What follows belongs to an exercise in optimizing a design on an open flow for small area; a production flow would make more cautious choices.
RTL that was checked went through simulation tests only; none was proved equivalent to the original.
Power is estimated from default activity; no workload was simulated. The flow treats the clock pin as an ideal source, which a real chip does not have.

## lte_hw_acc_scrambler
module lte_hw_acc_scrambler #(
    parameter IN_DATA_WIDTH = 1
)
(
    input  logic                         clk,
    input  logic                         ce,
    input  logic                         rstn,
    input  logic [3:0]                   sfn,
    input [IN_DATA_WIDTH - 1 : 0]        s_data,
    input                                s_valid,
    output                               s_ready,
    input                                in_sof,
    input [7:0]                          in_lof,
    input [4:0]                          cfg_addr,
    input [30:0]                         cfg_data,
    input                                cfg_wr,
    output [IN_DATA_WIDTH - 1 : 0]       m_data,
    output                               m_valid,
    input                                m_ready,
    output                               out_sof,
    output [7:0]                         out_lof
);
    logic [19:0][30:0] cfg_reg;
    logic [30:0] x_data_1, x_data_2;
    logic [7:0]  counter;
    logic        processing;
    wire transfer = s_valid & m_ready;
    wire load     = transfer & in_sof;
    logic [9:0] dec;
    always_comb begin
  ...
export LEC_CHECK = 0
export CAP_MARGIN = 20
export CORE_MARGIN = 2
export CORE_UTILIZATION = 75
export CTS_BUF_LIST = sky130_fd_sc_hd__clkbuf_16
export CTS_CLUSTER_DIAMETER = 70
export CTS_CLUSTER_SIZE = 32
export SLEW_MARGIN = 20
export SYNTH_HIERARCHICAL = 1
export SYNTH_MINIMUM_KEEP_SIZE = 0
create_clock -name core_clock -period 3.6 [get_ports {clk}]
standard.sh (not shown) runs the stock make flow with config.mk's settings and CLKGATE_MAP_FILE= SYNTH_SCRIPT=/design/flow/synth_recipe.tcl, a recipe that flattens the netlist after the stock synthesis.
==> flow/flow/run.sh <==
#!/bin/bash
# Standard layout, with the smallest buffer on the ports.
export BUFFER_PORTS_ARGS="-buffer_cell sky130_fd_sc_hd__buf_1"
bash standard.sh > standard.log 2>&1
Next try:
Settings changed: CORE_UTILIZATION 75 to 70, CTS_CLUSTER_DIAMETER 70 to 100.
Worst setup slack degrades by 0.068 ns.
Global-route usage went down by 3.6 points.
Hold slack degrades by 0.012 ns.
Combinational power went up by about 1%.
Power went down by 10%.
Next try:
Settings changed: CTS_CLUSTER_DIAMETER 100 to 70.
What happened: The changed run completed with no timing, DRC or antenna violations. Sequential power is about the same. Design area rises by 2.1%. Global-route usage climbs by 0.26 points. Count of clock-buffer cells in the layout goes up by 10. Wire length goes up by 1.1%. Synthesized area is unchanged.
Next try:
Settings changed: CTS_CLUSTER_SIZE 32 to 34.
After rerunning: The new run finished clean; die area does not change; utilization came out lower by 0.25 points; wire length came out lower by 0.66%; maximum frequency came out lower by 1.2%; worst hold slack is worse by 0.037 ns; final area came out lower by 0.33%; via count is about the same; clock-buffer cell count came out lower by 4; setup slack is worse by 0.039 ns; synthesized area does not change; non-clock buffer count came out higher by 1.
Next try:
Settings changed: CTS_CLUSTER_DIAMETER 70 to 85, CTS_CLUSTER_SIZE 34 to 32.
Power went down by 7.5%.
Sequential power stays flat.
Via count went down by 0.75%.
Global-route usage goes down by 0.21 points.
Combinational power hardly moves.
Maximum frequency rises by 1.0%.
Routed wire length falls by 0.69%.
Area after synthesis does not change.
Clock-buffer cell count goes down by 6.
Design area decreases by 1.7%.

========
Setup of run 1:
Another version of the RTL of lte_hw_acc_scrambler (not shown whole).
Size in the first run: roughly 690 flip-flops, roughly 23000 µm² of cells after synthesis.
export LEC_CHECK = 0
export CAP_MARGIN = 20
export CORE_MARGIN = 2
export CORE_UTILIZATION = 45
export CTS_BUF_LIST = sky130_fd_sc_hd__clkbuf_8
export CTS_CLUSTER_DIAMETER = 40
export CTS_CLUSTER_SIZE = 12
export SLEW_MARGIN = 20
export SYNTH_HIERARCHICAL = 1
export SYNTH_MINIMUM_KEEP_SIZE = 0
create_clock -name core_clock -period 3.6 [get_ports {clk}]
run.sh (not shown) runs the stock make flow with config.mk's settings and CLKGATE_MAP_FILE= SYNTH_SCRIPT=/design/flow/synth_recipe.tcl, a recipe that flattens the netlist after the stock synthesis.
Stock flow here: none of the scripts above is used.
Run 1 | stages: all done | timing, DRC, antenna: all pass
The following lists how run 2 was set up differently from run 1:
Settings: a change of CTS_CLUSTER_DIAMETER from 40 to 60; a change of CTS_BUF_LIST from sky130_fd_sc_hd__clkbuf_8 to sky130_fd_sc_hd__clkbuf_16; a change of CTS_CLUSTER_SIZE from 12 to 30.
==> comparison <==
Run 2 ends up with a final standard cell count with taps included and fillers excluded that is about 3% lower than in run 1.
Re number of well-tap cells placed: no difference whatsoever between run 1 and run 2.
When run 2 is measured against run 1, its sequential share of layout area turns out 1.1 points higher.
Re power: run 1 and run 2 aren't equal, and the higher value belongs to run 1.
Routed length on met2, run 1 and run 2, lower one = run 2.
Cmp run 1 and run 2 / cell area / higher: run 1
No run of this note included a check of the RTL's function; only the layout flow was run.

========
The RTL this note starts from:
==> flow/design.v <==
`timescale 1ns / 1ps
module lte_scr_ao22 (
    input  logic a1, b1, a2, b2,
    output logic y
);
    assign y = (a1 & b1) | (a2 & b2);
endmodule
module lte_scr_ao221 (
    input  logic a1, b1, a2, b2, c,
    output logic y
);
    assign y = (a1 & b1) | (a2 & b2) | c;
endmodule
module lte_scr_aoi222 (
    input  logic a1, b1, a2, b2, a3, b3,
    output logic y
);
    assign y = !((a1 & b1) | (a2 & b2) | (a3 & b3));
endmodule
module lte_scr_nand2 (
    input  logic a, b,
    output logic y
);
    assign y = !(a & b);
endmodule
module lte_scr_nand4 (
    input  logic a, b, c, d,
    output logic y
);
    assign y = !(a & b & c & d);
endmodule
module lte_scr_or12 (
    input  logic [11:0] s,
    input  logic [11:0] d,
    output logic        y
);
    logic [3:0] t;
    for (genvar g = 0; g < 4; g++) begin : g_t
        lte_scr_aoi222 u (.a1(s[3*g]), .b1(d[3*g]), .a2(s[3*g+1]), .b2(d[3*g+1]),
                          .a3(s[3*g+2]), .b3(d[3*g+2]), .y(t[g]));
    end
    lte_scr_nand4 u_o (.a(t[0]), .b(t[1]), .c(t[2]), .d(t[3]), .y(y));
endmodule
module lte_scr_or10 (
    input  logic [9:0] s,
    input  logic [9:0] d,
    output logic       y
);
    logic [3:0] t;
    for (genvar g = 0; g < 3; g++) begin : g_t
        lte_scr_aoi222 u (.a1(s[3*g]), .b1(d[3*g]), .a2(s[3*g+1]), .b2(d[3*g+1]),
                          .a3(s[3*g+2]), .b3(d[3*g+2]), .y(t[g]));
    end
    lte_scr_nand2 u_3 (.a(s[9]), .b(d[9]), .y(t[3]));
    lte_scr_nand4 u_o (.a(t[0]), .b(t[1]), .c(t[2]), .d(t[3]), .y(y));
endmodule
module lte_scr_rowsel (
    input  logic a,       
    input  logic b,       
    input  logic r,       
    output logic we,
    output logic keep
);
    assign we   = a & b;
    assign keep = r & !(a & b);
endmodule
module lte_scr_xsel (
    input  logic [9:0]  dec,
    input  logic        r,        
    input  logic        ct,       
    input  logic        sof,
    input  logic        proc_,
    output logic [11:0] sel       
);
    wire go = r & ct;
    assign sel[9:0] = dec & {10{go & sof}};
    assign sel[10]  = go & !sof & proc_;
    assign sel[11]  = r & !(ct & (sof | proc_));
endmodule
module lte_hw_acc_scrambler #(
    parameter IN_DATA_WIDTH = 1
)
(
    input  logic                         clk,
    input  logic                         ce,
    input  logic                         rstn,
    input  logic [3:0]                   sfn,
    input [IN_DATA_WIDTH - 1 : 0]        s_data,
    input                                s_valid,
    output                               s_ready,
    input                                in_sof,
    input [7:0]                          in_lof,
    input [4:0]                          cfg_addr,
    input [30:0]                         cfg_data,
    input                                cfg_wr,
    output [IN_DATA_WIDTH - 1 : 0]       m_data,
    output                               m_valid,
    input                                m_ready,
    output                               out_sof,
    output [7:0]                         out_lof
);
    logic [19:0][30:0] cfg_reg;
    logic [30:0] x_data_1, x_data_2;
    logic [7:0]  counter;
    logic        processing;
    wire transfer = s_valid & m_ready;
    wire load     = transfer & in_sof;
    logic [9:0] dec;
    always_comb begin
        for (int k = 0; k < 8; k++)
            dec[k] = !sfn[3] && (sfn[2:0] == k[2:0]);
        dec[8] = sfn[3] & !sfn[0];
        dec[9] = sfn[3] &  sfn[0];
    end
    function automatic logic [30:0] rst_val(input int i);
        rst_val = (i % 2 == 0) ? 31'd1 : 31'((i >> 2) << 9);
    endfunction
    wire       wen = rstn & cfg_wr & !processing;
    logic [4:0] wa;
    logic [3:0] wb;
    always_comb begin
        for (int j = 0; j < 5; j++) wa[j] = wen && cfg_addr[4:2] == j[2:0];
        for (int m = 0; m < 4; m++) wb[m] = cfg_addr[1:0] == m[1:0];
    end
    logic [19:0][1:0] we, keep;
    logic [19:0][30:0] cfg_nxt;
    for (genvar i = 0; i < 20; i++) begin : g_row
        for (genvar h = 0; h < 2; h++) begin : g_h
            lte_scr_rowsel u_rs (.a(wa[i/4]), .b(wb[i%4]), .r(rstn),
                                 .we(we[i][h]), .keep(keep[i][h]));
        end
    end
    wire rst = !rstn;
    for (genvar i = 0; i < 20; i++) begin : g_cfg
        localparam logic [30:0] RV = rst_val(i);
        for (genvar b = 0; b < 31; b++) begin : g_b
            if (RV[b]) begin : g_one
                lte_scr_ao221 u_hold (
                    .a1(cfg_data[b]), .b1(we[i][b/16]), .a2(cfg_reg[i][b]),
                    .b2(keep[i][b/16]), .c(rst), .y(cfg_nxt[i][b]));
            end else begin : g_zero
                lte_scr_ao22 u_hold (
                    .a1(cfg_data[b]), .b1(we[i][b/16]), .a2(cfg_reg[i][b]),
                    .b2(keep[i][b/16]), .y(cfg_nxt[i][b]));
            end
        end
    end
    always_ff @(posedge clk)
        cfg_reg <= cfg_nxt;
    wire ct = ce & transfer;
    logic [1:0][11:0] sel;     
    for (genvar l = 0; l < 2; l++) begin : g_sel
        lte_scr_xsel u_xs (.dec(dec), .r(rstn), .ct(ct), .sof(in_sof),
                           .proc_(processing), .sel(sel[l]));
    end
    wire sel_a1 = rstn & ct & in_sof;
    logic rd1, rd2;
    logic [9:0] c10, c20;
    for (genvar k = 0; k < 10; k++) begin : g_rd
        assign c10[k] = cfg_reg[2*k][0];
        assign c20[k] = cfg_reg[2*k+1][0];
    end
    lte_scr_or10 u_r1 (.s(dec), .d(c10), .y(rd1));
    lte_scr_or10 u_r2 (.s(dec), .d(c20), .y(rd2));
    wire [30:0] nx1, nx2;
    logic t1, t2;
    lte_scr_aoi222 u_lo1 (.a1(sel_a1), .b1(rd1), .a2(sel[0][10]), .b2(x_data_1[1]),
                          .a3(sel[0][11]), .b3(x_data_1[0]), .y(t1));
    lte_scr_aoi222 u_lo2 (.a1(sel_a1), .b1(rd2), .a2(sel[1][10]), .b2(x_data_2[1]),
                          .a3(sel[1][11]), .b3(x_data_2[0]), .y(t2));
    assign nx1[0] = !t1;
    assign nx2[0] = !t2;
    wire [31:1] st1 = {x_data_1[0] ^ x_data_1[3], x_data_1[30:1]};
    wire [31:1] st2 = {x_data_2[0] ^ x_data_2[1] ^ x_data_2[2] ^ x_data_2[3], x_data_2[30:1]};
    for (genvar b = 1; b < 31; b++) begin : g_hi
        logic [11:0] c1, c2;
        for (genvar k = 0; k < 10; k++) begin : g_k
            assign c1[k] = cfg_reg[2*k][b];
            assign c2[k] = cfg_reg[2*k+1][b];
        end
        assign c1[10] = st1[b+1];
        assign c2[10] = st2[b+1];
        assign c1[11] = x_data_1[b];
        assign c2[11] = x_data_2[b];
        lte_scr_or12 u_1 (.s(sel[0]), .d(c1), .y(nx1[b]));
        lte_scr_or12 u_2 (.s(sel[1]), .d(c2), .y(nx2[b]));
    end
    always_ff @(posedge clk) begin
        x_data_1 <= nx1;
        x_data_2 <= nx2;
    end
    always_ff @(posedge clk) begin
        if (ce && transfer) begin
            if (in_sof)
                counter <= in_lof;
            else if (processing)
                counter <= counter - 8'd1;
        end
    end
    always_ff @(posedge clk) begin
        if (!rstn)
            processing <= 1'b0;
        else if (ce && transfer) begin
            if (in_sof)
                processing <= 1'b1;
            else if (processing && counter == 8'd2)
                processing <= 1'b0;
        end
    end
    wire e0 = load ? (rd1 ^ rd2) : (x_data_1[1] ^ x_data_2[1]);
    assign m_data   = s_data ^ e0;
    assign s_ready  = m_ready;
    assign m_valid  = s_valid;
    assign out_lof  = in_lof;
    assign out_sof  = in_sof;
endmodule
export LEC_CHECK = 0
export CAP_MARGIN = 20
export CORE_MARGIN = 2
export CORE_UTILIZATION = 65
export CTS_BUF_LIST = sky130_fd_sc_hd__clkbuf_16
export CTS_CLUSTER_DIAMETER = 70
export CTS_CLUSTER_SIZE = 32
export SLEW_MARGIN = 20
export SYNTH_HIERARCHICAL = 1
export SYNTH_MINIMUM_KEEP_SIZE = 0
create_clock -name core_clock -period 3.6 [get_ports {clk}]
standard.sh (not shown) runs the stock make flow with config.mk's settings and CLKGATE_MAP_FILE= SYNTH_SCRIPT=/design/flow/synth_recipe.tcl, a recipe that flattens the netlist after the stock synthesis.
Scripts as last shown in full above: flow/flow/run.sh
The baseline completed with no timing, DRC or antenna violations.
Change:
CORE_UTILIZATION = 70   (was 65)
GPL_ROUTABILITY_DRIVEN = 0   (was not set)
Die area went down by about 7%.
Worst setup slack is worse by 0.051 ns.
Via count came out higher by about 0.8%.
Wire length went down by 1.6%.
Change:
CORE_UTILIZATION = 65   (was 70)
CTS_CLUSTER_DIAMETER = 60   (was 70)
CTS_CLUSTER_SIZE = 30   (was 32)
GPL_ROUTABILITY_DRIVEN = not set   (was 0)
Outcome: The new run finished with timing, DRC and antenna clean. Utilization is lower by 4.3 points. Sequential power is about the same. Power increases by about 3.6%. Worst hold slack improved by 0.056 ns. Setup slack gains 0.067 ns. Clock-buffer cell count increases by 6. Final area is higher by about 0.9%. Fmax goes up by about 2%.
Change:
CORE_UTILIZATION = 70   (was 65)
CTS_CLUSTER_DIAMETER = 70   (was 60)
CTS_CLUSTER_SIZE = 32   (was 30)
Global-route usage came out higher by 1.7 points.
Die area came out lower by a few percent.
Register-to-register slack is about the same.
Final area came out lower slightly.
Non-clock buffer count came out lower by 5.
Fmax came out lower by a few percent.
Clock-buffer cell count came out lower by 6.
Routed wire length came out lower slightly.

========
== v1 ==
lte_hw_acc_scrambler, a different RTL version from the one above (not shown whole).
For scale: ~1800 cells after synthesis, roughly 690 flip-flops, roughly 23000 sq um of cells after synthesis.
Settings: LEC_CHECK=0, CAP_MARGIN=20, CORE_MARGIN=2, CORE_UTILIZATION=65, CTS_BUF_LIST=sky130_fd_sc_hd__clkbuf_16, CTS_CLUSTER_DIAMETER=60, CTS_CLUSTER_SIZE=30, GPL_TIMING_DRIVEN=0, SLEW_MARGIN=20, SYNTH_HIERARCHICAL=1, SYNTH_MINIMUM_KEEP_SIZE=0; clock period 3.6 ns.
Scripts as last shown in full above: flow/flow/run.sh
v1 completed end to end; final checks failed (negative setup slack).
Inputs modified between v1 and v3:
- CORE_UTILIZATION: 65 -> 70
- GPL_TIMING_DRIVEN: 0 -> unset
--- outcome ---
- Looking at minimum hold slack across v3 and v1, the one that comes out lower is v3.
- Compared with v1, v3 shows a lower relative contribution of combinational cells to total power.
- Cell count of the worst reg-to-reg path: v3 < v1
- Both conditions hold for v3: the flow ran to the end and the final layout passed the timing, design-rule and antenna checks.
- The lower portion of the clock cycle consumed by the worst path in the final layout of v3 and v1 is in v3.
- Relative to v1, v3 improves final worst slack.
Modified inputs, v32 compared to v3
- CORE_UTILIZATION now 45, was 70
==> flow/flow/run.sh <==
#!/bin/bash
# Standard layout, with the smallest buffer on the ports.
export BUFFER_PORTS_ARGS="-buffer_cell sky130_fd_sc_hd__buf_1"
export RECOVER_POWER=100
cp standard.sh standard_copy.txt
bash standard.sh > standard.log 2>&1
Findings:
- When the final numbers for v3 and v32 were put side by side, the number of maximum-capacitance constraint violations turned out to be greater in v32.
- v32 vs. v3: global-route wire length before repair picked up an extra 8.1%; total power went up; clock power share higher.
- Comparing v3 and v32, the one run not ending clean was v32.
- Ran to the end and failed final checks on max-capacitance violations, max-slew violations: v32.
> inputs changed (v32 -> v40)
- CORE_UTILIZATION now 65, was 45
- CTS_CLUSTER_SIZE now 36, was 30
==> flow/flow/run.sh <==
#!/bin/bash
# Standard layout, with the smallest buffer on the ports.
export BUFFER_PORTS_ARGS="-buffer_cell sky130_fd_sc_hd__buf_1"
bash standard.sh > standard.log 2>&1
### Flow results
Every stage of the flow completed for v40, and the final layout passed the timing, design-rule and antenna checks. No crash in v32: every stage finished, but the layout fails its final checks due to max-capacitance violations, max-slew violations. v40: count of standard-cell rows lower than v32. Clock power share: v32 and v40 compared, higher one is v32. Sort v32 and v40 by global-route wire length before repair desc -> top: v32. Delta (v40 minus v32): data required time of the worst path went down by 1.26 ns, total power went down by 0.78 mW. Share of final-layout standard cells stronger than drive strength 1 ends up higher on v32. Diff v32 -> v40: transition at the pin with the smallest max-transition slack shows a reduction of 0.71 ns, number of resized instances in the post-cts repair step saw an increase.
--- input diff v40..v7 ---
- swapping 36 for 30 in CTS_CLUSTER_SIZE
Findings:
- On count of clock-buffer cells in the layout, v40 tracks v7 almost exactly.
- v40 vs v7, highest metal layer with signal wires: met5 vs met4
- ~same aggregate routed wire length in v40 and v7
- Diff v40 -> v7: power lost 0.60%; first-pass iteration count of the detailed router rose by 1.
diff inputs: v7 => v23
- CTS_BUF_LIST changed from sky130_fd_sc_hd__clkbuf_16 to sky130_fd_sc_hd__clkbuf_8 sky130_fd_sc_hd__clkbuf_16
### Flow results
Diff v7..v23 | wire length | negligible
Die boundary height came out exactly the same in v7 and v23.
v7 and v23 all finish clean.
From v7 to v23, horizontal extent of the die did not move at all.
The highest metal layer used by the detailed router comes out met4 in one run and met5 in the other, namely in v7 and v23 respectively.

## re-timing with driven ports
The flow's constraints put no driver on any port. The routed layouts listed below were extracted and timed again, unchanged, in two steps. Step 1 (the two cells are an assumption about what drives the block):
set clk [get_ports {clk}]
set_driving_cell -lib_cell sky130_fd_sc_hd__clkbuf_16 $clk
set_driving_cell -lib_cell sky130_fd_sc_hd__buf_2 [delete_from_list [all_inputs] $clk]
Step 2 times the ports against the registers' clock, not the clock port: input delays grow and output delays shrink by t, the midpoint of the rising clock arrivals with the driver on. Three values: ideal, step 1, step 2; two values: the first two.
run	t (ns)	setup WS [ns]	worst hold slack (ns)	clock arrival spread, ns	worst data-port slew with drivers (ns)
the first run of note 1	0.605	0.338 / 0.316 / 0.316	0.447 / 0.413 / 0.482	0.031 / 0.030	0.11
the second run of note 1	0.639	0.270 / 0.249 / 0.249	0.435 / 0.402 / 0.485	0.025 / 0.024	0.10
the third run of note 1	0.606	0.321 / 0.300 / 0.300	0.443 / 0.412 / 0.483	0.032 / 0.032	0.10
the fourth run of note 1	0.670	0.282 / 0.263 / 0.263	0.406 / 0.373 / 0.483	0.026 / 0.026	0.10
the fifth run of note 1	0.637	0.315 / 0.294 / 0.294	0.431 / 0.398 / 0.486	0.025 / 0.026	0.10
run 1	0.744	0.194 / 0.169 / 0.169	0.470 / 0.436 / 0.470	0.037 / 0.037	0.05
run 2	0.665	0.195 / 0.170 / 0.170	0.478 / 0.478 / 0.478	0.047 / 0.047	0.04
the first run of note 3	0.617	0.357 / 0.334 / 0.334	0.462 / 0.422 / 0.479	0.022 / 0.022	0.04
the second run of note 3	0.675	0.306 / 0.283 / 0.283	0.411 / 0.375 / 0.481	0.033 / 0.032	0.12
the third run of note 3	0.619	0.373 / 0.350 / 0.350	0.467 / 0.429 / 0.481	0.033 / 0.033	0.04
the fourth run of note 3	0.675	0.306 / 0.283 / 0.283	0.411 / 0.375 / 0.481	0.033 / 0.032	0.12
v1	0.619	-0.126 / -0.175 / -0.228	0.480 / 0.446 / 0.482	0.040 / 0.040	0.11
v3	0.619	0.187 / 0.162 / 0.162	0.476 / 0.442 / 0.482	0.030 / 0.029	0.06
v32	0.672	0.173 / 0.173 / -0.428	0.449 / 0.408 / 0.478	0.039 / 0.038	0.07
v40	0.623	0.111 / 0.079 / 0.079	0.460 / 0.428 / 0.483	0.033 / 0.034	0.10
v7	0.626	0.102 / 0.076 / 0.076	0.463 / 0.430 / 0.481	0.036 / 0.036	0.09
v23	0.623	0.113 / 0.086 / 0.086	0.462 / 0.430 / 0.482	0.037 / 0.036	0.09
For v32, which loses most, drivers alone change the setup slack by 0.000 ns; drivers and shift together by -0.601 ns.
